This is an optimization exercise on Yosys and OpenROAD, whose aim is small area, not a production implementation.
Only simulation tests tie the RTL to the original design; equivalence was not proved.
Power and IR drop assume default switching activity.

--- config.mk ---
export PLATFORM = sky130hd
export DESIGN_NAME = Processor
export DESIGN_NICKNAME = Processor
export VERILOG_FILES = /design/flow/design.v
export SDC_FILE = /design/flow/constraint.sdc
export NUM_CORES = 4
export LEC_CHECK = 0
export ABC_AREA = 1
export CAP_MARGIN = 20
export CORE_MARGIN = 2
export CORE_UTILIZATION = 60
export SLEW_MARGIN = 20
--- constraint.sdc ---
create_clock -name core_clock -period 12.0 [get_ports {clk}]
set_input_delay 2.4000 -clock core_clock [delete_from_list [all_inputs] [get_ports {clk}]]
set_output_delay 2.4000 -clock core_clock [all_outputs]
set_load 0.01 [all_outputs]
--- design.v ---
module Processor (clk,reset,portIn,portOut,int_flag,ack,
                  imem_addr,imem_data,
                  dmem_addr,dmem_wdata,dmem_we,dmem_re,dmem_rdata);
input clk,reset,int_flag;
output ack;
input [15:0] portIn;
output [15:0] portOut;
output [20:0] imem_addr;
input  [15:0] imem_data;
output [11:0] dmem_addr;
output [15:0] dmem_wdata;
output dmem_we;
output dmem_re;
input  [15:0] dmem_rdata;
reg  [15:0] fd;                  
reg         stall;               
reg  [8:0]  de_opc;              
reg  [3:0]  de_dst;
reg  [2:0]  de_src;
reg  [15:0] de_dv;               
reg  [15:0] de_op1;              
reg         em_dw, em_dmr, em_dmw, em_ior, em_iow;
reg  [3:0]  em_dst;
reg  [15:0] em_res;
reg  [11:0] em_addr;
reg         mw_dw;
reg  [3:0]  mw_dst;
reg  [15:0] mw_res;
reg  [15:0] gpr [0:7];
reg  [11:0] sp;
reg  [15:0] pcl, pch;
reg  [4:0]  ccr;
reg  [15:0] port_out;
reg  [1:0]  seq_t;               
reg  [2:0]  seq_c;               
reg  [15:0] call_dst;
reg         int_sig, ack_q;
reg  [2:0]  int_st;
wire wb8  = mw_dw & (mw_dst == 4'd8);
wire wb9  = mw_dw & (mw_dst == 4'd9);
wire wb10 = mw_dw & (mw_dst == 4'd10);
wire [15:0] pcl_v = wb8 ? mw_res : pcl;
wire [15:0] pch_v = wb9 ? mw_res : pch;
wire [15:0] ccr_v = wb10 ? mw_res : {11'b0, ccr};
wire [4:0]  flags = ccr_v[4:0];
wire [8:0] opc = fd[15:7];
reg  [3:0] c_func;
reg  c_pimm, c_br, c_sop, c_push, c_dmr, c_dmw, c_ior, c_iow, c_dw, c_call, c_ret, c_rti;
reg  [1:0] c_bt;
always @(*) begin
    c_func = 4'd0; c_pimm = 0; c_br = 0; c_sop = 0; c_push = 0; c_dmr = 0; c_dmw = 0;
    c_ior = 0; c_iow = 0; c_dw = 0; c_call = 0; c_ret = 0; c_rti = 0; c_bt = 2'b00;
    case (opc)
        9'b000_000001: c_func = 4'd1;                                    
        9'b000_000010: c_func = 4'd2;                                    
        9'b001_000000: begin c_func = 4'd5; c_dw = 1; end                
        9'b001_000001: begin c_func = 4'd6; c_dw = 1; end                
        9'b001_000010: begin c_func = 4'd7; c_dw = 1; end                
        9'b001_000011: begin c_func = 4'd3; c_iow = 1; end               
        9'b001_000100: begin c_func = 4'd0; c_dw = 1; c_ior = 1; end     
        9'b010_000000: begin c_func = 4'd3; c_dw = 1; end                
        9'b010_000001: begin c_func = 4'd8; c_dw = 1; end                
        9'b010_000010: begin c_func = 4'd9; c_dw = 1; end                
        9'b010_000011: begin c_func = 4'd10; c_dw = 1; end               
        9'b010_000100: begin c_func = 4'd11; c_dw = 1; end               
        9'b010_000101: begin c_func = 4'd12; c_dw = 1; end               
        9'b010_000110: begin c_func = 4'd13; c_dw = 1; end               
        9'b010_000111: begin c_func = 4'd12; c_dw = 1; c_pimm = 1; end   
        9'b010_001000: begin c_func = 4'd13; c_dw = 1; c_pimm = 1; end   
        9'b010_001001: begin c_func = 4'd3; c_dw = 1; c_pimm = 1; end    
        9'b010_001010: begin c_func = 4'd8; c_dw = 1; c_pimm = 1; end    
        9'b010_001011: begin c_func = 4'd9; c_dw = 1; c_pimm = 1; end    
        9'b010_001100: begin c_func = 4'd10; c_dw = 1; c_pimm = 1; end   
        9'b010_001101: begin c_func = 4'd11; c_dw = 1; c_pimm = 1; end   
        9'b011_000000: begin c_func = 4'd4; c_dmw = 1; c_sop = 1; c_push = 1; end  
        9'b011_000001: begin c_func = 4'd0; c_dw = 1; c_dmr = 1; c_sop = 1; end    
        9'b011_000010: begin c_func = 4'd3; c_dw = 1; c_dmr = 1; c_pimm = 1; end   
        9'b011_000011: begin c_func = 4'd3; c_dw = 1; c_dmr = 1; end    
        9'b011_000100: begin c_func = 4'd3; c_dmw = 1; end              
        9'b100_000000: begin c_func = 4'd4; c_br = 1; c_bt = 2'b00; end  
        9'b100_000001: begin c_func = 4'd4; c_br = 1; c_bt = 2'b01; end  
        9'b100_000010: begin c_func = 4'd4; c_br = 1; c_bt = 2'b10; end  
        9'b100_000100: begin c_func = 4'd4; c_br = 1; c_bt = 2'b11; end  
        9'b100_000101: begin c_func = 4'd3; c_br = 1; c_bt = 2'b11; c_pimm = 1; end  
        9'b100_000110: begin c_func = 4'd4; c_call = 1; end              
        9'b100_001000: c_ret = 1;                                        
        9'b100_001010: c_rti = 1;                                        
        default: ;
    endcase
end
wire d_call = c_call & ~stall;
wire d_ret  = c_ret  & ~stall;
wire d_rti  = c_rti  & ~stall;
wire d_pimm = c_pimm & ~stall;
reg [15:0] src1;                 
always @(*) begin
    case (fd[3:0])
        4'd8:  src1 = pcl_v;
        4'd9:  src1 = pch_v;
        4'd10: src1 = ccr_v;
        default: src1 = fd[3] ? 16'd0 : gpr[fd[2:0]];
    endcase
end
wire [15:0] src2 = gpr[fd[6:4]];
wire seq_busy   = (seq_c != 3'd0);
wire rti_stall  = seq_busy & (seq_t == 2'd3);
wire call_chpc  = (seq_t == 2'd1) & (seq_c == 3'd4);
wire [15:0] seq_ins = (seq_c == 3'd1) ? ((seq_t == 2'd1) ? 16'h6008 : 16'h6089) :
                      (seq_c == 3'd2) ? ((seq_t == 2'd1) ? 16'h6009 : 16'h6088) :
                      (seq_c == 3'd3 && seq_t == 2'd3) ? 16'h608A : 16'h0000;
reg  int_stop, int_chpc, ack_c;
reg  [2:0] int_nx;
reg  [15:0] int_ins;
always @(*) begin
    ack_c = 1'b0; int_stop = 1'b1; int_ins = 16'h0000; int_chpc = 1'b0; int_nx = 3'd0;
    case (int_st)
        3'd0: begin
            int_stop = 1'b0;
            if (int_sig & ~ack_q) begin int_stop = 1'b1; int_nx = 3'd1; end
            else if (int_sig & ack_q) ack_c = 1'b1;
        end
        3'd1: int_nx = 3'd2;
        3'd2: begin int_ins = 16'h600A; int_nx = 3'd3; end
        3'd3: begin int_ins = 16'h6008; int_nx = 3'd4; end
        3'd4: begin int_ins = 16'h6009; int_nx = 3'd5; end
        3'd5: begin ack_c = 1'b1; int_chpc = 1'b1; end
        default: int_stop = 1'b0;
    endcase
end
assign ack = ack_c;
reg [15:0] fetch_ins;
always @(*) begin
    if (rti_stall)
        fetch_ins = seq_ins;
    else if (int_stop)
        fetch_ins = int_ins;
    else if (seq_busy)
        fetch_ins = seq_ins;
    else
        fetch_ins = imem_data;
end
reg  [3:0] e_func;
reg  e_pimm, e_br, e_sop, e_push, e_dmr, e_dmw, e_ior, e_iow, e_dw;
reg  [1:0] e_bt;
always @(*) begin
    e_func = 4'd0; e_pimm = 0; e_br = 0; e_sop = 0; e_push = 0; e_dmr = 0; e_dmw = 0;
    e_ior = 0; e_iow = 0; e_dw = 0; e_bt = 2'b00;
    case (de_opc)
        9'b000_000001: e_func = 4'd1;                                    
        9'b000_000010: e_func = 4'd2;                                    
        9'b001_000000: begin e_func = 4'd5; e_dw = 1; end                
        9'b001_000001: begin e_func = 4'd6; e_dw = 1; end                
        9'b001_000010: begin e_func = 4'd7; e_dw = 1; end                
        9'b001_000011: begin e_func = 4'd3; e_iow = 1; end               
        9'b001_000100: begin e_func = 4'd0; e_dw = 1; e_ior = 1; end     
        9'b010_000000: begin e_func = 4'd3; e_dw = 1; end                
        9'b010_000001: begin e_func = 4'd8; e_dw = 1; end                
        9'b010_000010: begin e_func = 4'd9; e_dw = 1; end                
        9'b010_000011: begin e_func = 4'd10; e_dw = 1; end               
        9'b010_000100: begin e_func = 4'd11; e_dw = 1; end               
        9'b010_000101: begin e_func = 4'd12; e_dw = 1; end               
        9'b010_000110: begin e_func = 4'd13; e_dw = 1; end               
        9'b010_000111: begin e_func = 4'd12; e_dw = 1; e_pimm = 1; end   
        9'b010_001000: begin e_func = 4'd13; e_dw = 1; e_pimm = 1; end   
        9'b010_001001: begin e_func = 4'd3; e_dw = 1; e_pimm = 1; end    
        9'b010_001010: begin e_func = 4'd8; e_dw = 1; e_pimm = 1; end    
        9'b010_001011: begin e_func = 4'd9; e_dw = 1; e_pimm = 1; end    
        9'b010_001100: begin e_func = 4'd10; e_dw = 1; e_pimm = 1; end   
        9'b010_001101: begin e_func = 4'd11; e_dw = 1; e_pimm = 1; end   
        9'b011_000000: begin e_func = 4'd4; e_dmw = 1; e_sop = 1; e_push = 1; end  
        9'b011_000001: begin e_func = 4'd0; e_dw = 1; e_dmr = 1; e_sop = 1; end    
        9'b011_000010: begin e_func = 4'd3; e_dw = 1; e_dmr = 1; e_pimm = 1; end   
        9'b011_000011: begin e_func = 4'd3; e_dw = 1; e_dmr = 1; end    
        9'b011_000100: begin e_func = 4'd3; e_dmw = 1; end              
        9'b100_000000: begin e_func = 4'd4; e_br = 1; e_bt = 2'b00; end  
        9'b100_000001: begin e_func = 4'd4; e_br = 1; e_bt = 2'b01; end  
        9'b100_000010: begin e_func = 4'd4; e_br = 1; e_bt = 2'b10; end  
        9'b100_000100: begin e_func = 4'd4; e_br = 1; e_bt = 2'b11; end  
        9'b100_000101: begin e_func = 4'd3; e_br = 1; e_bt = 2'b11; e_pimm = 1; end  
        9'b100_000110: e_func = 4'd4;              
                        default: ;
    endcase
end
wire [3:0] x_func = e_func;
wire x_br  = e_br  & ~stall;
wire x_dmr = e_dmr & ~stall;
wire x_dmw = e_dmw & ~stall;
wire x_ior = e_ior & ~stall;
wire x_iow = e_iow & ~stall;
wire x_dw  = e_dw  & ~stall;
wire [3:0] x_dst = stall ? 4'd0 : de_dst;
wire [15:0] mem_val = em_ior ? portIn : (em_dmr ? dmem_rdata : em_res);
wire m1 = ({1'b0, de_src} == em_dst) & ~e_pimm;
wire w1 = ({1'b0, de_src} == mw_dst) & ~e_pimm;
wire m2 = (de_dst == em_dst);
wire w2 = (de_dst == mw_dst);
wire [15:0] op1 = m1 ? mem_val : (w1 ? mw_res : de_op1);
wire [15:0] op2 = m2 ? mem_val : (w2 ? mw_res : de_dv);
genvar gi;
wire f_a1  = (x_func == 4'd3) | (x_func == 4'd5) | (x_func == 4'd6) |
             (x_func == 4'd7) | (x_func == 4'd8) | (x_func == 4'd9);
wire f_inv = (x_func == 4'd5) | (x_func == 4'd9);
wire f_b2  = (x_func == 4'd4) | (x_func == 4'd8) | (x_func == 4'd9);
wire f_dec = (x_func == 4'd7);
wire f_cin = (x_func == 4'd6) | (x_func == 4'd9);
wire f_arith = (x_func == 4'd6) | (x_func == 4'd7) | (x_func == 4'd8) | (x_func == 4'd9);
wire [15:0] add_a = (op1 & {16{f_a1}}) ^ {16{f_inv}};
wire [15:0] add_b = (op2 & {16{f_b2}}) | {16{f_dec}};
wire [16:0] add_c_;
wire [15:0] add_s;
assign add_c_[0] = f_cin;
generate for (gi = 0; gi < 16; gi = gi + 1) begin : g_add
    assign add_s[gi] = add_a[gi] ^ add_b[gi] ^ add_c_[gi];
    assign add_c_[gi+1] = (add_a[gi] & add_b[gi]) | (add_c_[gi] & (add_a[gi] ^ add_b[gi]));
end endgenerate
wire add_c = add_c_[16] ^ (f_dec | (x_func == 4'd9));
wire f_shl = (x_func == 4'd12);
wire f_shr = (x_func == 4'd13);
wire f_shift = f_shl | f_shr;
wire sh_big = |op1[15:5];
wire [15:0] sh_in;
generate for (gi = 0; gi < 16; gi = gi + 1) begin : g_rev
    assign sh_in[gi] = ~sh_big & ((f_shl & op2[gi]) | (f_shr & op2[15-gi]));
end endgenerate
wire [16:0] sh_w = {1'b0, sh_in} << op1[4:0];
wire [15:0] sh_res;
generate for (gi = 0; gi < 16; gi = gi + 1) begin : g_rev2
    assign sh_res[gi] = f_shr ? sh_w[15-gi] : sh_w[gi];
end endgenerate
wire f_and = (x_func == 4'd10);
wire f_or  = (x_func == 4'd11);
wire [15:0] log_res = ((op1 & op2) & {16{f_and | f_or}}) | ((op1 | op2) & {16{f_or}});
wire [15:0] result = add_s | sh_res | log_res;
reg [4:0] nflags;
always @(*) begin
    nflags = flags;
    if (x_func >= 4'd5 && x_func <= 4'd13) begin
        nflags[0] = (result == 16'd0);
        nflags[1] = result[15];
    end
    if (x_func == 4'd1) nflags[2] = 1'b1;
    else if (x_func == 4'd2) nflags[2] = 1'b0;
    else if (f_arith) nflags[2] = add_c;
    else if (f_shift) nflags[2] = sh_w[16];
end
wire [15:0] res_g = result & {16{~stall & reset}};
wire taken = x_br & ((e_bt == 2'b00) ? flags[0] :
                     (e_bt == 2'b01) ? flags[1] :
                     (e_bt == 2'b10) ? flags[2] : 1'b1);
wire [11:0] sp_adj = c_push ? (sp - 12'd1) : (sp + 12'd1);
wire pc_en = ~(stall | seq_busy | d_call | d_ret | d_rti | int_stop);
wire [31:0] pc_cur = {pch_v, pcl_v};
wire [31:0] pc_inc = pc_cur + {31'b0, pc_en};
wire [31:0] pc_nxt = int_chpc ? 32'd0 :
                     call_chpc ? {16'b0, call_dst} :
                     taken ? {16'b0, result} : pc_inc;
assign imem_addr = pc_cur[20:0];
wire fd_flush = ~reset | taken | d_call | d_ret | d_rti | d_pimm;
wire de_flush = ~reset | taken;
always @(posedge clk) begin
    if (fd_flush)
        fd <= 16'h000F;
    else if (~stall)
        fd <= fetch_ins;
    if (de_flush) begin
        de_opc <= 9'd0;
        de_dst <= 4'd15;
    end else if (~stall) begin
        de_opc <= opc;
        de_dst <= fd[3:0];
    end
    de_src <= fd[6:4];
    de_dv  <= src1;
    de_op1[15:12] <= c_pimm ? imem_data[15:12] : src2[15:12];
    if (~stall)
        de_op1[11:0] <= c_pimm ? imem_data[11:0] :
                        c_sop  ? (c_push ? sp : sp_adj) : src2[11:0];
    if (~reset)
        {em_dw, em_dmr, em_dmw, em_ior, em_iow} <= 5'd0;
    else
        {em_dw, em_dmr, em_dmw, em_ior, em_iow} <= {x_dw, x_dmr, x_dmw, x_ior, x_iow};
    em_dst  <= x_dst;
    em_res  <= res_g;
    em_addr <= (e_dmw & ~e_sop) ? op2[11:0] : de_op1[11:0];
    if (~reset) mw_dw <= 1'b0; else mw_dw <= em_dw;
    mw_dst <= em_dst;
    mw_res <= mem_val;
    if (~reset) begin
        pcl <= 16'd32; pch <= 16'd0; ccr <= 5'd0;
    end else begin
        pcl <= pc_nxt[15:0]; pch <= pc_nxt[31:16]; ccr <= stall ? flags : nflags;
    end
    if (~reset)
        seq_c <= 3'd0;
    else if (~seq_busy) begin
        if (d_call | d_ret | d_rti) seq_c <= 3'd1;
        seq_t <= {d_ret | d_rti, d_call | d_rti};
    end else if ((seq_t == 2'd1 && seq_c == 3'd4) || (seq_t == 2'd2 && seq_c == 3'd6))
        seq_c <= 3'd0;
    else
        seq_c <= seq_c + 3'd1;
    if (reset & d_call) call_dst <= src1;
    int_sig <= int_flag;
    if (~reset) begin
        int_st <= 3'd0; ack_q <= 1'b0;
    end else begin
        int_st <= int_nx; ack_q <= ack_c;
    end
end
integer i;
wire [15:0] gpr_wd = mem_val & {16{reset}};
always @(posedge clk) begin
    for (i = 0; i < 8; i = i + 1)
        if (~reset | (em_dw & (em_dst == i))) gpr[i] <= gpr_wd;
    if (~reset)
        sp <= 12'hFFF;
    else if (~stall & ~taken & c_sop)
        sp <= sp_adj;
    if (~reset | x_iow)
        port_out <= res_g;
end
always @(negedge clk)
    stall <= ~stall & (e_dmr | e_ior) & (de_dst == fd[3:0]);
assign portOut    = port_out;
assign dmem_addr  = em_addr;
assign dmem_wdata = em_res;
assign dmem_we    = em_dmw;
assign dmem_re    = em_dmr;
endmodule
--- flow/run.sh ---
#!/bin/bash
# Layout flow: the standard ORFS flow (standard.sh) with three changes:
#  - synthesis: synth_recipe.tcl unchanged, but ABC maps with an area script
#    (flow/area.abc); registers are mapped before ABC and are unaffected;
#  - clock tree: small clock buffers, larger sink clusters, no dummy loads;
#  - port buffers: every input and output port still gets its own buffer,
#    of the smallest buffer cell.
# make's full output goes to flow.log in this folder; ORFS keeps each
# step's log under orfs/logs/.
set -euo pipefail
export FLOW_WORK="$PWD"
export FLOW_ABC_SCRIPT="$PWD/flow/area.abc"
export CTS_ARGS="-sink_clustering_enable -repair_clock_nets -buf_list sky130_fd_sc_hd__clkbuf_4 -dont_use_dummy_load -sink_clustering_size 9 -sink_clustering_max_diameter 45"
export BUFFER_PORTS_ARGS="-buffer_cell sky130_fd_sc_hd__buf_1"
bash standard.sh SYNTH_SCRIPT="$PWD/flow/synth.tcl" finish > flow.log 2>&1
--- flow/area.abc ---
&get -n
&st
&dch -f
&nf -a -R 1000
&put
topo
dnsize -c
--- flow/synth.tcl ---
# The standard synthesis (synth_recipe.tcl, unchanged) with one change:
# ABC maps the combinational logic with an area-oriented script.
proc abc {args} {
  set i [lsearch -exact $args -script]
  if {$i >= 0} { lset args [expr {$i + 1}] $::env(FLOW_ABC_SCRIPT) }
  yosys abc {*}$args
}
source $::env(FLOW_WORK)/synth_recipe.tcl
--- standard.sh ---
#!/bin/bash
# synth_recipe.tcl (not shown) runs the flow's synth.tcl, then flattens the netlist and writes it again
# the make line also repeats each setting of config.mk as NAME=value (left out here)
make -C /OpenROAD-flow-scripts/flow DESIGN_CONFIG=/design/flow/config.mk WORK_HOME=/design/flow/orfs CLKGATE_MAP_FILE= SYNTH_SCRIPT=/design/flow/synth_recipe.tcl "${@:-finish}"
==> results.cfg, run 1 <==
[synth]
syn_avg_cell_area_um2 = 9.75
async_flop_share = 0
yosys.area.top_type = edfxtp_1
ys.warnings.count = 2
yosysTopAreaCellShare = 0.300
synth_fp_nets = 1873
yosysSeqAreaShare = 0.491
syn_inst = 1788
synth-edff-count = 174
synth_area_leaders = edfxtp_1 (30%), dfxtp_1 (19%), mux2i_1 (6.1%)
synth_seq_cells = 341
synth_flop_cell = edfxtp_1
syn_area_um2 = 17400
synthDistinctLibCells = 56

[cells_and_area]
drive_above_1_share = 0.0645
area_delta_synth_final_pct = 10.6
fin_nets = 2102
post-route-util = 0.674
final_area_um2 = 19300

[routing]
postRouteAntennaNets = 0
firstDrtPassIters = 12
drc = 0
vias = 16100
drt_iter0_drc = 2200
viasPerCell = 6.69
avgRoutedWirePerCell_um = 24.9
routed_wl_um = 59700

[clocking]
hold_buffers = 0
cts-root-buf = clkbuf_4
cts_resized = 0
cts_buffers = 47
clockBufferDepth = 3
clock_sinks = 341
cts_setup_buffers = 0
cts.reportedPaths.clkPinSlew_ps = 100
htree_levels = 2
cts_tree = yes
worstSkewPairLatency_ps = 740

[global_routing]
grt_max_degree = 47
grt_usage = 0.386
grt_pass1_wl_um = 88800
grt_pass1_vias = 15000
overflow = 0
antenna_found_initial = 2

[placement]
place.gp.congestion = 0.977
portBuffers = 118
dp_hpwl_um = 42200
dp_slack_ps = 666
dpl-instance-area_um2 = 18900

[sta]
finClkSkew_ps = 148
fin_ws_ps = 983
slew_viol_final = 0
setup_viol = 0
worstMarginPinSlew_ps = 1240
layout_min_cycle_time_ps = 11020
post-route-period-util = 0.918
hold_violations = 0
fmax_mhz = 90.8
rsz0062_at_grt = false
whs_ps = 435
fin_tns_setup_ps = 0
slew_headroom = 0.162

[status]
status = complete, no violations

[setup_path]
critical-path-top-delay-family = adder cells
cp.required_ps = 12660
worst_setup_path_start_kind = register
end_kind = register
slowest_delay_ps = 590
worst_path_most_repeated_cell = fa_1
cp_num_buf_inv = 7
crit_type = reg2reg
cp_max_fo = 16
worstReg2RegStart = de_opc[8]$_SDFFE_PP0N_
rr_endpoint = ccr[0]$_SDFF_PN0_
cp.arrival_ps = 11670
crit_slowest_cell = dfxtp_1
ff2ff_setup_slack_ps = 980
ff2ff_path_depth = 38

[power_and_ir_drop]
ir_drop_mv = 0.116
p_leak_nw = 6.99
power.density_nw_per_um2 = 162

[worst_hold_path]
whs_endpoint = mw_dst[3]$_DFF_P_
min_path_cells = 0
hp-class = reg2reg
hold_start = em_dst[3]$_SDFF_PP0_

[floorplan]
coreArea_um2 = 28600
fp-row-count = 62
dieHeight_um = 174
die_area_um2 = 30400
io_pins = 119
initial_core_util = 0.609
die_width_um = 174

[job]
max_cap_viol_count = 0
sequential cells by signal, indices dropped and copies added (netlist names), 4 cells and up:
name / count
gpr: 128
call_dst: 16
de_dv: 16
de_op1: 16
em_res: 16
fd: 16
mw_res: 16
pch: 16
pcl: 16
port_out: 16
em_addr: 12
sp: 12
de_opc: 9
ccr: 5
de_dst: 4
em_dst: 4
mw_dst: 4
synth_stat cells (all sizes together) (22+ instances only):
| library cell | number |
|---|---|
| nor4 | 26 |
| nand2 | 164 |
| xnor2 | 57 |
| o22ai | 29 |
| dfxtp | 167 |
| nand3 | 70 |
| nand2b | 22 |
| a22oi | 63 |
| a21oi | 153 |
| edfxtp | 174 |
| nor2 | 194 |
| and2 | 25 |
| a222oi | 23 |
| nor3 | 39 |
| o21ai | 151 |
| clkinv | 57 |
| mux2i | 107 |
cells by family (layout without fill, tap and decap cells):
family / after synthesis / in the layout / share of synthesized area
adder cells (fa/ha/maj): 34 / 34 / 0.0317
AO/OA/AOI/OAI: 543 / 543 / 0.194
other: 0 / 1 / 0
AND/OR/NAND/NOR: 623 / 623 / 0.167
flip-flops: 341 / 341 / 0.491
XOR/XNOR: 74 / 74 / 0.0372
buffers and inverters: 57 / 284 / 0.0123
multiplexers: 116 / 116 / 0.0672
power by group:
group | leakage, nW | switching, mW | internal, mW
clock | 0.218 | 0.365 | 0.180
combinational | 3.62 | 0.700 | 0.332
sequential | 3.15 | 0.141 | 1.40
how the worst max path moves through the flow:
| stage | from | end | slack [ps] | cells after the start |
|---|---|---|---|---|
| final | de_opc[8]$_SDFFE_PP0N_ | ccr[0]$_SDFF_PN0_ | 980 | 38 |
| after floorplan | dmem_rdata[1] | ccr[0]$_SDFF_PN0_ | 150 | 30 |
| after global routing | de_opc[8]$_SDFFE_PP0N_ | ccr[0]$_SDFF_PN0_ | 440 | 38 |
| after global placement | dmem_rdata[0] | ccr[0]$_SDFF_PN0_ | 950 | 32 |
| after detailed placement | dmem_rdata[0] | ccr[0]$_SDFF_PN0_ | 670 | 32 |
| after CTS | de_opc[8]$_SDFFE_PP0N_ | ccr[0]$_SDFF_PN0_ | 1060 | 38 |
cell type report:
cell class	instances	area, um2
diodes	1	2.50
clock buffers	47	353
clock inverters	1	3.75
fillers	2380	9350
inverters	56	210
multi-input cells	1390	8750
flip-flops and latches	341	8570
well taps	384	480
repair buffers	180	910
per-layer routing:
layer  routed length (um)  GRT usage  vias up
met5                   14          0        -
met4                 3230      0.202        2
met3                 6670     0.0652      219
met2                27000      0.609     1113
met1                22800      0.515     7481
li1                     -          -     7251
per-stage QoR:
stage	std cells	power, mW
2_1_floorplan	1788	2.10
5_1_grt	2400	3.24
6_report	2400	3.12
3_3_place_gp	2352	2.54
4_1_cts	2399	3.08
3_5_place_dp	2352	2.56
placed cells by master (no fill, tap or decap), types with 11 or more instances in the layout:
cell type	synthesis	routed
fa_1	17	17
or3_1	11	11
nand2b_1	22	22
o21a_1	15	15
nor4_1	26	24
o211ai_1	20	20
nor2_1	194	192
edfxtp_1	174	174
clkbuf_4	0	47
clkinv_1	57	57
nand2_1	164	164
nor2b_1	12	12
ha_1	17	17
xor2_1	17	17
and2_0	25	25
xnor2_1	57	57
buf_4	0	62
o21ai_0	151	140
nand4_1	21	21
a22oi_1	63	63
buf_1	0	117
a31oi_1	16	16
mux2i_1	107	107
a22o_1	11	11
o22ai_1	29	29
nand3_1	70	70
dfxtp_1	167	166
nor3_1	39	35
a222oi_1	23	23
a21oi_1	153	151
==> run 2: changes to the inputs <==
--- a/design.v
+++ b/design.v
@@ -169,8 +169,8 @@
         9'b010_001101: begin e_func = 4'd11; e_dw = 1; e_pimm = 1; end   
         9'b011_000000: begin e_func = 4'd4; e_dmw = 1; e_sop = 1; e_push = 1; end  
         9'b011_000001: begin e_func = 4'd0; e_dw = 1; e_dmr = 1; e_sop = 1; end    
-        9'b011_000010: begin e_func = 4'd3; e_dw = 1; e_dmr = 1; e_pimm = 1; end   
-        9'b011_000011: begin e_func = 4'd3; e_dw = 1; e_dmr = 1; end    
+        9'b011_000010: begin e_func = 4'd0; e_dw = 1; e_dmr = 1; e_pimm = 1; end   
+        9'b011_000011: begin e_func = 4'd0; e_dw = 1; e_dmr = 1; end    
         9'b011_000100: begin e_func = 4'd3; e_dmw = 1; end              
         9'b100_000000: begin e_func = 4'd4; e_br = 1; e_bt = 2'b00; end  
         9'b100_000001: begin e_func = 4'd4; e_br = 1; e_bt = 2'b01; end  
@@ -189,7 +189,7 @@
 wire x_iow = e_iow & ~stall;
 wire x_dw  = e_dw  & ~stall;
 wire [3:0] x_dst = stall ? 4'd0 : de_dst;
-wire [15:0] mem_val = em_ior ? portIn : (em_dmr ? dmem_rdata : em_res);
+wire [15:0] mem_val = em_res | (portIn & {16{em_ior}}) | (dmem_rdata & {16{em_dmr}});
 wire m1 = ({1'b0, de_src} == em_dst) & ~e_pimm;
 wire w1 = ({1'b0, de_src} == mw_dst) & ~e_pimm;
 wire m2 = (de_dst == em_dst);
==> run 2 against run 1 <==
First-iteration DRC count up 6.7%. Cell area is 0.71% lower. Via count shrank 0.73%. Synthesized area shrank 0.73%. Critical path depth down 7. Sequential power is essentially flat. Die area decreased by 0.72%. Register-to-register slack improved by 230 ps. Critical endpoint unchanged. Largest power group unchanged. Highest routed layer is now met4.
==> results.cfg, run 2 <==
[power_and_ir_drop]
ir_drop_mv = 0.0938
combPwrFrac = 0.307
power_frac_seq = 0.504
pwr-share-clk = 0.189
p_leak_nw = 6.87
power_mw = 2.99
power.density_nw_per_um2 = 156
swShare = 0.378
p_int_mw = 1.86
netSwitchingPower_mw = 1.13

[setup_path]
worstReg2RegStart = de_opc[8]$_SDFFE_PP0N_
cp.required_ps = 12610
ff2ff_path_depth = 37
cp.arrival_ps = 11650
crit_type = in2reg
crit_slowest_cell = a221oi_1
rr_endpoint = ccr[0]$_SDFF_PN0_
worst_setup_path_start_kind = primary input
end_kind = register
ff2ff_setup_slack_ps = 1210
critical-path-top-delay-family = adder cells
cp_max_fo = 3
worst_path_most_repeated_cell = fa_1
cp_num_buf_inv = 6
slowest_delay_ps = 720

[cells_and_area]
final_common_cell = nor2_1
area_delta_synth_final_pct = 10.6
layout.area.seq_um2 = 8570
nFillCells = 2361
drive_above_1_share = 0.0643
final_area_um2 = 19100
final_cell_mix = nor2_1 (215), edfxtp_1 (174), dfxtp_1 (166)
top_register = gpr
largest_register_ffs = 128
instances_no_fill = 2346
multi_input_area_um2 = 8610
fin_nets = 2047
post-route-util = 0.671

[routing]
routed_wl_um = 59800
firstDrtPassIters = 6
postRouteAntennaNets = 0
drc = 0
viasPerCell = 6.80
vias = 15900
drt_iter0_drc = 2347
avgRoutedWirePerCell_um = 25.5

[synth]
syn_area_um2 = 17300
synth-edff-count = 174
syn_inst = 1735
yosys.area.top_type = edfxtp_1
async_flop_share = 0
synthDistinctLibCells = 54
synth_seq_cells = 341
ys.warnings.count = 2
ys_top_cells_by_count = nor2_1 (215), edfxtp_1 (174), dfxtp_1 (167)
yosysSeqAreaShare = 0.495
synth_flop_cell = edfxtp_1
synth_area_leaders = edfxtp_1 (30%), dfxtp_1 (19%), mux2i_1 (6.0%)
yosys.cell_count.top_type = nor2_1
yosysTopAreaCellShare = 0.302
syn_avg_cell_area_um2 = 9.98
synth_fp_nets = 1820

[clocking]
cts_tree = yes
hold_buffers = 0
clock_sinks = 341
cts.reportedPaths.clkPinSlew_ps = 100
cts_buffers = 49
clockBufferDepth = 3
htree_levels = 2
cts_resized = 0
cts_setup_buffers = 0
cts-root-buf = clkbuf_4
worstSkewPairLatency_ps = 750

[placement]
placed_cells = 2292
dp_slack_ps = 333
place.gp.congestion = 0.990
portBuffers = 118
dpl-instance-area_um2 = 18700
dp_hpwl_um = 42400

[global_routing]
grt_pass1_vias = 14700
antenna_found_initial = 2
grt_max_degree = 47
grt_pass1_wl_um = 88700
overflow = 0
grt_usage = 0.388

[sta]
fin_ws_ps = 960
hold_violations = 0
fmax_mhz = 90.6
rsz0062_at_grt = false
slew_headroom = 0.169
layout_min_cycle_time_ps = 11040
slew_viol_final = 0
fin_tns_setup_ps = 0
worstMarginPinSlew_ps = 1250
setup_viol = 0
whs_ps = 416
post-route-period-util = 0.920
finClkSkew_ps = 127

[worst_hold_path]
min_path_cells = 0
whs_endpoint = mw_dst[3]$_DFF_P_
hold_start = em_dst[3]$_SDFF_PP0_
hp-class = reg2reg

[floorplan]
die_area_um2 = 30200
initial_core_util = 0.606
io_pins = 119
coreArea_um2 = 28500
die_width_um = 174
fp-row-count = 62
dieHeight_um = 174

[status]
status = complete, no violations

[job]
max_cap_viol_count = 0
==> run 2: power by group through the flow <==
stage / registers [mW] / clock network (mW) / logic, mW
after detailed placement: 1.52 / 0.00113 / 0.885
final: 1.51 / 0.565 / 0.919
after CTS: 1.50 / 0.570 / 0.888
after global routing: 1.52 / 0.617 / 0.972
after global placement: 1.52 / 0.00113 / 0.874
after floorplan: 1.50 / 0.00113 / 0.517
==> run 2: worst max path at each step <==
stage                      startpoint                 to  slack, ps  depth (start not counted)
4_1_cts                     portIn[0]  ccr[0]$_SDFF_PN0_       1030                         31
3_5_place_dp                portIn[0]  ccr[0]$_SDFF_PN0_        330                         31
2_1_floorplan  de_opc[4]$_SDFFE_PP0N_  ccr[0]$_SDFF_PN0_        150                         36
3_3_place_gp                portIn[0]  ccr[0]$_SDFF_PN0_        430                         31
5_1_grt                     portIn[0]  ccr[0]$_SDFF_PN0_        570                         33
6_report                    portIn[0]  ccr[0]$_SDFF_PN0_        960                         31
==> run 2: routing by layer <==
layer,wire (um),global-route usage,part of all wire,vias up
li1,-,-,-,7074
met1,23100,0.519,0.39,7543
met2,26900,0.606,0.45,1105
met3,6450,0.0713,0.11,226
met4,3320,0.200,0.056,0
met5,0,0,0,-
==> run 2: cell families (layout without fill, tap and decap cells) <==
logic type / count (synthesis) / count (layout) / share of synthesized area
xor+xnor: 77 / 77 / 0.0390
flops: 341 / 341 / 0.495
other cells: 0 / 2 / 0
compound gates: 508 / 508 / 0.191
simple gates: 592 / 592 / 0.157
fa+ha+maj: 34 / 34 / 0.0320
buf+inv: 58 / 283 / 0.0126
mux: 125 / 125 / 0.0738
==> run 2: final cells by class <==
type | count | area share
clock inverter | 1 | 0.000196
timing repair buffer | 176 | 0.0465
clock buffer | 49 | 0.0192
antenna | 2 | 0.000261
inverter | 57 | 0.0112
sequential | 341 | 0.448
multi-input combinational | 1336 | 0.450
tap | 384 | 0.0251
==> run 3: changes to the inputs <==
--- a/design.v
+++ b/design.v
@@ -36,13 +36,14 @@
 reg  [15:0] call_dst;
 reg         int_sig, ack_q;
 reg  [2:0]  int_st;
-wire wb8  = mw_dw & (mw_dst == 4'd8);
-wire wb9  = mw_dw & (mw_dst == 4'd9);
+wire em_wb8  = em_dw & (em_dst == 4'd8);
+wire em_wb9  = em_dw & (em_dst == 4'd9);
+wire em_wb10 = em_dw & (em_dst == 4'd10);
 wire wb10 = mw_dw & (mw_dst == 4'd10);
-wire [15:0] pcl_v = wb8 ? mw_res : pcl;
-wire [15:0] pch_v = wb9 ? mw_res : pch;
-wire [15:0] ccr_v = wb10 ? mw_res : {11'b0, ccr};
-wire [4:0]  flags = ccr_v[4:0];
+wire [15:0] pcl_v = pcl;
+wire [15:0] pch_v = pch;
+wire [15:0] ccr_v = {mw_res[15:5] & {11{wb10}}, ccr};
+wire [4:0]  flags = ccr;
 wire [8:0] opc = fd[15:7];
 reg  [3:0] c_func;
 reg  c_pimm, c_br, c_sop, c_push, c_dmr, c_dmw, c_ior, c_iow, c_dw, c_call, c_ret, c_rti;
@@ -288,7 +289,9 @@
     if (~reset) begin
         pcl <= 16'd32; pch <= 16'd0; ccr <= 5'd0;
     end else begin
-        pcl <= pc_nxt[15:0]; pch <= pc_nxt[31:16]; ccr <= stall ? flags : nflags;
+        pcl <= em_wb8  ? mem_val      : pc_nxt[15:0];
+        pch <= em_wb9  ? mem_val      : pc_nxt[31:16];
+        ccr <= em_wb10 ? mem_val[4:0] : (stall ? flags : nflags);
     end
     if (~reset)
         seq_c <= 3'd0;
@@ -299,7 +302,7 @@
         seq_c <= 3'd0;
     else
         seq_c <= seq_c + 3'd1;
-    if (reset & d_call) call_dst <= src1;
+    if (d_call) call_dst <= src1;
     int_sig <= int_flag;
     if (~reset) begin
         int_st <= 3'd0; ack_q <= 1'b0;
==> flow/area.abc (replaced) <==
&get -n
&st
&dch -f
&nf -a -R 1000 -C 32 -F 8 -A 8
&put
topo
dnsize -c
==> run 3 against run 2 <==
Maximum frequency is 3.7% lower. Synthesized cell count is 1.8% lower. Sequential cell count stayed put. Hold slack better by 13 ps. Register-to-register slack worse by 590 ps. Non-clock buffer count is 2 higher. Setup slack worse by 420 ps. Via count is 0.17% lower. Combinational power is 8.2% higher. Final cell count is 2.5% lower. Global-route usage is 0.38 points lower. Clock-buffer cell count is 2 lower. Critical path type unchanged. Largest power group unchanged.
==> results.cfg, run 3 <==
[status]
status = complete, no violations

[global_routing]
met3_usage = 0.0675
grt_usage = 0.384
grt_max_degree = 46
grt_pass1_vias = 15000
use_met2 = 0.597
grt-busiest-layer = met2
use_met1 = 0.511
antenna_found_initial = 2
overflow = 0
grt_pass1_wl_um = 88900

[placement]
dp_hpwl_um = 42000
place.gp.congestion = 0.998
placed_cells = 2235
portBuffers = 118

[synth]
yosysSeqAreaShare = 0.498
synthDistinctLibCells = 64
synth-simple-area-share = 0.147
yosys.cell_count.top_type = nor2_1
async_flop_share = 0
synth_area_leaders = edfxtp_1 (30%), dfxtp_1 (19%), a21oi_1 (4.5%)
synth-edff-count = 174
syn_area_um2 = 17200
synth_compound_area_frac = 0.226
synth_flop_cell = edfxtp_1
ys_top_cells_by_count = nor2_1 (180), edfxtp_1 (174), dfxtp_1 (167)
synth_top_family_by_area = compound AO/OA/AOI/OAI gates
ys.warnings.count = 2
yosysTopAreaCellShare = 0.304
syn_inst = 1704
synth_xor_area_frac = 0.0311
synth_fp_nets = 1789
synth_seq_cells = 341
synthAdderAreaFrac = 0.0322
muxShareOfSynthArea = 0.0422
syn_avg_cell_area_um2 = 10.1
yosys.area.top_type = edfxtp_1

[worst_hold_path]
whs_endpoint = mw_dst[2]$_DFF_P_
min_path_cells = 0
hp-class = reg2reg
hold_start = em_dst[2]$_SDFF_PP0_

[cells_and_area]
area_delta_synth_final_pct = 9.92
largest_register_ffs = 128
instances_no_fill = 2287
top_register = gpr
fin_nets = 1995
drive_above_1_share = 0.0702
nFillCells = 2306
multi_input_area_um2 = 8360
final_cell_mix = nor2_1 (180), edfxtp_1 (174), dfxtp_1 (162)
final_common_cell = nor2_1
layout.area.seq_um2 = 8570

[routing]
viasPerCell = 6.96
firstDrtPassIters = 9
vias = 15900
postRouteAntennaNets = 0
drt_iter0_drc = 2608
routed_wl_um = 58900
avgRoutedWirePerCell_um = 25.8
drc = 0

[power_and_ir_drop]
p_leak_nw = 6.70
pwr-share-clk = 0.179
netSwitchingPower_mw = 1.18
power_frac_seq = 0.498
p_int_mw = 1.90
power.density_nw_per_um2 = 163
swShare = 0.384
combPwrFrac = 0.323
ir_drop_mv = 0.144

[sta]
hold_violations = 0
slew_viol_final = 0
setup_viol = 0
whs_ps = 429
finClkSkew_ps = 119
worstMarginPinSlew_ps = 1110
post-route-period-util = 0.955
rsz0062_at_grt = false
layout_min_cycle_time_ps = 11460
fmax_mhz = 87.2
slew_headroom = 0.258
fin_tns_setup_ps = 0

[floorplan]
initial_core_util = 0.614
io_pins = 119
coreArea_um2 = 28000
die_area_um2 = 30000
dieHeight_um = 173
die_width_um = 173
fp-row-count = 61

[clocking]
cts-root-buf = clkbuf_4
cts_buffers = 47
clockBufferDepth = 3
hold_buffers = 0
clock_sinks = 341
cts.reportedPaths.clkPinSlew_ps = 90
cts_tree = yes
htree_levels = 2
worstSkewPairLatency_ps = 700

[setup_path]
end_kind = register
cp.required_ps = 12550
worst_setup_path_start_kind = primary input
ff2ff_setup_slack_ps = 620
worst_path_most_repeated_cell = fa_1
slowest_delay_ps = 500
cp.arrival_ps = 12010
worstReg2RegStart = de_opc[4]$_SDFFE_PP0N_
rr_endpoint = ccr[0]$_SDFFE_PN0P_
ff2ff_path_depth = 37
crit_slowest_cell = fa_1
crit_type = in2reg
cp_max_fo = 3

[job]
max_cap_viol_count = 0
-- run 3: changes by cell type in the layout (fill, tap and decap cells not counted), moves of 15 or more --
cell,before,now
a222oi_1,26,51
a221o_1,2,17
nand2_1,145,105
mux2i_1,102,68
xnor2_1,54,38
o21ai_0,100,120
nor2_1,215,180
mux2_1,21,4
a211oi_1,24,3
-- run 3: power by group through the flow --
stage	Sequential, mW	Clock, mW	Combinational, mW
3_5_place_dp	1.55	0.00113	0.957
4_1_cts	1.52	0.553	0.962
5_1_grt	1.54	0.599	1.06
6_report	1.53	0.551	0.994
2_1_floorplan	1.51	0.00113	0.580
3_3_place_gp	1.54	0.00113	0.944
-- run 3: critical path, delay by kind of cell --
kind | cells | cell delay [ps]
muxes | 1 | 90
and+or+nand+nor | 5 | 960
buffers and inverters | 3 | 250
adders and majority gates | 16 | 7190
AOI/OAI and AO/OA | 6 | 1140
-- run 3: how the worst max path moves through the flow --
| stage | start | end | slack [ps] | cells after the start |
|---|---|---|---|---|
| 4_1_cts | de_opc[4]$_SDFFE_PP0N_ | ccr[0]$_SDFFE_PN0P_ | 220 | 35 |
| 5_1_grt | de_opc[3]$_SDFFE_PP0N_ | ccr[0]$_SDFFE_PN0P_ | 20 | 35 |
| 3_5_place_dp | portIn[0] | ccr[0]$_SDFFE_PN0P_ | -70 | 31 |
| 3_3_place_gp | portIn[0] | ccr[0]$_SDFFE_PN0P_ | 100 | 31 |
| 6_report | portIn[0] | ccr[0]$_SDFFE_PN0P_ | 540 | 31 |
| 2_1_floorplan | de_opc[4]$_SDFFE_PP0N_ | ccr[0]$_SDFFE_PN0P_ | 40 | 35 |
-- run 3: layer usage --
| metal | vias to the layer above | wire [um] |
|---|---|---|
| met4 | 0 | 3650 |
| met2 | 1170 | 26100 |
| li1 | 7106 | - |
| met3 | 235 | 6770 |
| met1 | 7410 | 22400 |
| met5 | - | 0 |
-- run 3: layout make-up --
| cell class | instances | area share |
|---|---|---|
| diodes | 1 | 0.000132 |
| clock buffers | 47 | 0.0187 |
| clock inverters | 1 | 0.000199 |
| inverters | 65 | 0.0129 |
| multi-input cells | 1276 | 0.442 |
| flip-flops and latches | 341 | 0.454 |
| well taps | 378 | 0.0250 |
| repair buffers | 178 | 0.0473 |
-- run 3: timing repair --
item	CTS	global route
setup buffers	0	4
resized for setup	0	10
endpoints found under the setup margin	0	2
-- run 3: cell families (layout without fill, tap and decap cells) --
kind of cell    after synthesis  in the layout
mux                          72             72
other cells                   0              1
buf+inv                      87            291
flops                       341            341
fa+ha+maj                    34             34
compound gates              582            582
simple gates                527            527
xor+xnor                     61             61
-- run 3: per-stage QoR --
stage                     power, mW  utilization  area (um2)  setup WS [ps]
after global routing           3.20        0.675       18900           19.5
after floorplan                2.09            -       17200           44.0
final                          3.08        0.675       18900            538
after global placement         2.49        0.660       18500           98.4
after detailed placement       2.51        0.660       18500          -72.2
after CTS                      3.04        0.672       18800            222
